Background: an optimization exercise with open tools, aiming at small area, a short achievable clock period and few clock cycles per item. Do not read the settings as production practice. RTL that was checked went through simulation tests only; none was proved equivalent to the original. Power figures rest on the tool's default switching activity, not on a simulated workload.

main:
## top
module top(
input clk,
input rst,
input  [31:0] b_rdata,
output [31:0] b_wdata,
output [31:0] addr,
output [3:0] we,
output en,
output rstout
    );
Size in the first run: about 120 flip-flops, ~100 I/O pins.
==> module controller, before the edit <==
module controller(
input clk,
input rst,                
input  [31:0] b_rdata,
output [31:0] addr,
output [3:0] we,
output en,
output ld_a,
output [3:0] c
    );
reg r1, r2, c0, c1, c2, c3, c4, wr;
reg [1:0] k;
reg [3:0] widx;     
reg       en_q, we_q;
wire f    = ~(r1 | r2 | c0 | c1 | c2 | c3 | c4 | wr);
wire done = k[1] & k[0];
wire n_r1 = f & ~done;
wire n_r2 = r1 & b_rdata[31];
wire [1:0] n_k = wr ? k + 2'd1 : k;
wire n_f  = ~(n_r1 | n_r2 | r2 | c0 | c1 | c2 | c3 | c4);
reg [3:0] n_widx;
always @(*) begin
    case (k)
        2'd0: n_widx = n_r1 ? 4'd1 : n_r2 ? 4'd2 : 4'd10;
        2'd1: n_widx = n_r1 ? 4'd4 : n_r2 ? 4'd5 : 4'd11;
        default: n_widx = n_r1 ? 4'd7 : n_r2 ? 4'd8 : 4'd12;
    endcase
    if (n_f) n_widx = 4'd0;
end
always @(posedge clk or negedge rst) begin
    if (!rst) begin
        r1 <= 1'b0;
        r2 <= 1'b0;
        c0 <= 1'b0;
        c1 <= 1'b0;
        c2 <= 1'b0;
        c3 <= 1'b0;
        c4 <= 1'b0;
        wr <= 1'b0;
        k  <= 2'd0;
        widx <= 4'd0;
        en_q <= 1'b1;
        we_q <= 1'b0;
    end else begin
        r1 <= n_r1;
        r2 <= n_r2;
        c0 <= r2;
        c1 <= c0;
        c2 <= c1;
        c3 <= c2;
        c4 <= c3;
        wr <= c4;
        k  <= n_k;
        widx <= n_widx;
        en_q <= (n_f & ~(n_k[1] & n_k[0])) | n_r1 | n_r2 | c4;
        we_q <= c4;
    end
end
assign en   = en_q;
assign we   = {4{we_q}};
assign addr = {26'd0, widx, 2'b00};
assign ld_a = r2;
assign c    = {c3, c2, c1, c0};
endmodule
==> flow/config.mk <==
export PLATFORM = sky130hd
export DESIGN_NAME = top
export DESIGN_NICKNAME = top
export VERILOG_FILES = /design/flow/design.v
export SDC_FILE = /design/flow/constraint.sdc
export NUM_CORES = 4
export LEC_CHECK = 0
export CAP_MARGIN = 20
export CORE_MARGIN = 2
export CORE_UTILIZATION = 40
export SETUP_SLACK_MARGIN = 3.1
export SLEW_MARGIN = 20
==> flow/constraint.sdc <==
create_clock -name core_clock -period 6.0 [get_ports {clk}]
set_input_delay 1.2000 -clock core_clock [delete_from_list [all_inputs] [get_ports {clk}]]
set_output_delay 1.2000 -clock core_clock [all_outputs]
set_load 0.01 [all_outputs]
standard.sh (not shown) runs the stock make flow with config.mk's settings and CLKGATE_MAP_FILE= SYNTH_SCRIPT=/design/flow/synth_recipe.tcl, a recipe that flattens the netlist after the stock synthesis.
==> flow/flow/run.sh <==
#!/bin/bash
set -e
export BUFFER_PORTS_ARGS="-buffer_cell sky130_fd_sc_hd__buf_2"
export SKIP_REPAIR_TIE_FANOUT=1
export CTS_ARGS="-sink_clustering_enable -repair_clock_nets -dont_use_dummy_load -sink_clustering_size 40 -sink_clustering_max_diameter 80 -buf_list {sky130_fd_sc_hd__clkbuf_4 sky130_fd_sc_hd__clkbuf_8}"
bash standard.sh > standard.log 2>&1
Testbench counts of main, summed over its fixed seeds: cycles 8,960, items 960.
Edits applied to the flow inputs when going from main to the feature branch:
-- flow/design.v --
<<< main, line 209
output [3:0] c
    );
reg r1, r2, c0, c1, c2, c3, c4, wr;
reg [1:0] k;
reg [3:0] widx;     
reg       en_q, we_q;
wire f    = ~(r1 | r2 | c0 | c1 | c2 | c3 | c4 | wr);
wire done = k[1] & k[0];
wire n_r1 = f & ~done;
wire n_r2 = r1 & b_rdata[31];
wire [1:0] n_k = wr ? k + 2'd1 : k;
wire n_f  = ~(n_r1 | n_r2 | r2 | c0 | c1 | c2 | c3 | c4);
reg [3:0] n_widx;
always @(*) begin
    case (k)
        2'd0: n_widx = n_r1 ? 4'd1 : n_r2 ? 4'd2 : 4'd10;
        2'd1: n_widx = n_r1 ? 4'd4 : n_r2 ? 4'd5 : 4'd11;
        default: n_widx = n_r1 ? 4'd7 : n_r2 ? 4'd8 : 4'd12;
    endcase
    if (n_f) n_widx = 4'd0;
end
always @(posedge clk or negedge rst) begin
    if (!rst) begin
        r1 <= 1'b0;
        r2 <= 1'b0;
>>> the feature branch, line 209
output [3:0] c
    );
reg f, r1, r2, c0, c1, c2, c3, c4, wr;
reg k0, k1, k2;            
wire kd = ~(k0 | k1 | k2);
always @(posedge clk or negedge rst) begin
    if (!rst) begin
        f  <= 1'b1;
        r1 <= 1'b0;
        r2 <= 1'b0;
<<< main, line 238
        c4 <= 1'b0;
        wr <= 1'b0;
        k  <= 2'd0;
        widx <= 4'd0;
        en_q <= 1'b1;
        we_q <= 1'b0;
    end else begin
        r1 <= n_r1;
        r2 <= n_r2;
        c0 <= r2;
        c1 <= c0;
>>> the feature branch, line 223
        c4 <= 1'b0;
        wr <= 1'b0;
        k0 <= 1'b1;
        k1 <= 1'b0;
        k2 <= 1'b0;
    end else begin
        f  <= (f & kd) | (r1 & ~b_rdata[31]) | wr;
        r1 <= f & ~kd;
        r2 <= r1 & b_rdata[31];
        c0 <= r2;
        c1 <= c0;
<<< main, line 251
        c4 <= c3;
        wr <= c4;
        k  <= n_k;
        widx <= n_widx;
        en_q <= (n_f & ~(n_k[1] & n_k[0])) | n_r1 | n_r2 | c4;
        we_q <= c4;
    end
end
assign en   = en_q;
assign we   = {4{we_q}};
assign addr = {26'd0, widx, 2'b00};
assign ld_a = r2;
>>> the feature branch, line 236
        c4 <= c3;
        wr <= c4;
        if (wr) begin
            k0 <= 1'b0;
            k1 <= k0;
            k2 <= k1;
        end
    end
end
wire [3:0] widx;
assign widx[0] = (r1 & (k0 | k2)) | ((r2 | wr) & k1);
assign widx[1] = (r1 & k2) | (r2 & k0) | (wr & (k0 | k1));
assign widx[2] = (r1 & (k1 | k2)) | (r2 & k1) | (wr & k2);
assign widx[3] = (r2 & k2) | wr;
assign en   = (f & ~kd) | r1 | r2 | wr;
assign we   = {4{wr}};
assign addr = {26'd0, widx, 2'b00};
assign ld_a = r2;
Findings:
- Compared with main, the feature branch shows a biggest cell delay along the critical path that is 0.35 ns higher.
- For main, the largest cell class by area was multi-input gates, unlike the feature branch, where it was flip-flops and latches.
- For the setup slack, the feature branch came in 0.030 ns lower than main did.
- Per the comparison of the feature branch with main, met2 usage in global routing lost 1.8 points; number of sinks on the clock net lost about 2.6%.
- Sort main and the feature branch by first-pass GRT wire length desc -> top: main
- Higher fraction of power consumed by the clock network goes to the feature branch over main.
- Looking at amount of wire on met3 after detailed routing, the feature branch sits about 8% above main.
- Across both runs, clock network area share was higher for the feature branch than for main.
- Changes observed in the feature branch relative to main: total power lost 2000 µW, die area lost about 3.3%, portion of the post-synthesis area used by sequential elements picked up an extra 0.31 points, number of standard cells after synthesis lost 2.6%.
Testbench counts of the feature branch, summed over its fixed seeds: cycles 8,960, items 960.

* * *

Another version of the RTL of top (not shown whole).
Size: roughly 520 cells after synthesis, roughly 110 flip-flops, ~0.0057 mm² of cells after synthesis.
Design top, start of the top module:
module top(
input clk,
input rst,
input  [31:0] b_rdata,
output [31:0] b_wdata,
output [31:0] addr,
output [3:0] we,
output en,
output rstout
    );
wire       ld_a;
wire [3:0] c;
assign rstout = ~rst;
processor po(
        .clk(clk),
        .ld_a(ld_a),
        .c(c),
        .b_rdata(b_rdata),
        .b_wdata(b_wdata)
    );
controller co(
        .clk(clk),
        .rst(rst),
        .b_rdata(b_rdata),
        .addr(addr),
        .we(we),
        .en(en),
        .ld_a(ld_a),
        .c(c)
    );
endmodule
clock: 6.0 ns
lec_check: 0
cap_margin: 20
core_margin: 2
core_utilization: 40
setup_slack_margin: 3.1
slew_margin: 20
==> flow/flow/run.sh <==
#!/bin/bash
set -e
export BUFFER_PORTS_ARGS="-buffer_cell sky130_fd_sc_hd__buf_1"
export SKIP_REPAIR_TIE_FANOUT=1
export CTS_ARGS="-sink_clustering_enable -repair_clock_nets -dont_use_dummy_load -sink_clustering_size 40 -sink_clustering_max_diameter 80 -buf_list {sky130_fd_sc_hd__clkbuf_4 sky130_fd_sc_hd__clkbuf_8}"
bash standard.sh > standard.log 2>&1
Rerun with:
--- a/flow/design.v
+++ b/flow/design.v
@@ -27,25 +27,23 @@
     sd    <= c[0] | c[2];
 end
 wire [6:0] ma = sa ? a0 : a2;    
 wire [6:0] mb = sb ? a1 : a3;    
 wire [6:0] max3 = ma + {ma[5:0], 1'b0};
 wire [6:0] mbx3 = mb + {mb[5:0], 1'b0};
 wire [6:0] da = det0 ? a3 : (sd ? b0 : b1);
 wire [6:0] db = det0 ? ~a2 : (sd ? b2 : b3);
 wire mulen = is_mul | det0;
 wire adda = (is_as & (l0 | l2)) | (is_tra & (l0 | l1));
 wire addb = (is_as & (l1 | l3)) | (is_tra & (l2 | l3));
-reg sx;       
-always @(posedge clk) sx <= c[0] | c[1];
-wire [6:0] bl = sx ? da : db;
+wire [6:0] bl = ({7{l0}} & b0) | ({7{l1}} & b1) | ({7{l2}} & b2) | ({7{l3}} & b3);
 wire [6:0] x = ({7{is_as}} & (bl ^ {7{is_sub}})) | ({7{det0}} & a1);
 wire pa0_1 = ((mulen & da[0] & ~da[1]) | adda);
 wire pa0_2 = mulen & ~da[0] & da[1];
 wire pa0_3 = mulen & da[0] & da[1];
 wire pa0_r0 = (pa0_1 & ma[0]) | (pa0_3 & max3[0]);
 wire pa0_r1 = (pa0_1 & ma[1]) | (pa0_2 & ma[0]) | (pa0_3 & max3[1]);
 wire pa0_r2 = (pa0_1 & ma[2]) | (pa0_2 & ma[1]) | (pa0_3 & max3[2]);
 wire pa0_r3 = (pa0_1 & ma[3]) | (pa0_2 & ma[2]) | (pa0_3 & max3[3]);
 wire pa0_r4 = (pa0_1 & ma[4]) | (pa0_2 & ma[3]) | (pa0_3 & max3[4]);
 wire pa0_r5 = (pa0_1 & ma[5]) | (pa0_2 & ma[4]) | (pa0_3 & max3[5]);
 wire pa0_r6 = (pa0_1 & ma[6]) | (pa0_2 & ma[5]) | (pa0_3 & max3[6]);
What happened:
- setup slack is better by 0.052 ns
- final area drops by 0.71%
- clock skew hardly moves
- synthesized cell count barely changes
- area after synthesis decreases by 0.44%
- via count rises by 2.1%
- die area is lower by 0.43%
Testbench counts after the change, summed over its fixed seeds: cycles 8,960, items 960.
No functional check of the RTL was part of the first run of this note.

-- static timing again, ports no longer ideal --
In the flow no input, the clock included, has a driving cell. The finished layouts below were timed again as built, in two steps. Step 1 assumes that a clkbuf_16 drives the clock port and a buf_2 every other input. Step 2 moves the port delays by t, midway between the first and last clock arrival at a register: inputs arrive t later, outputs are due t later. That takes back most of the time a late clock gives input paths. a / b / c = no drivers / after step 1 / after step 2; a / b = the first two.
| run | t (ns) | slack for setup (ns) | hold slack, ns |
|---|---|---|---|
| main | 0.454 | 3.208 / 3.185 / 2.862 | 0.339 / 0.339 / 0.339 |
| the feature branch | 0.444 | 3.179 / 3.143 / 2.810 | 0.332 / 0.332 / 0.332 |
| the first run of note 2 | 0.449 | 3.118 / 3.114 / 2.666 | 0.347 / 0.347 / 0.347 |
| the second run of note 2 | 0.451 | 3.170 / 3.135 / 2.807 | 0.345 / 0.345 / 0.345 |
After both steps every run listed still meets setup and hold. The setup slack of the first run of note 2, which loses most, moves by -0.004 ns with the drivers and by -0.452 ns with both steps.
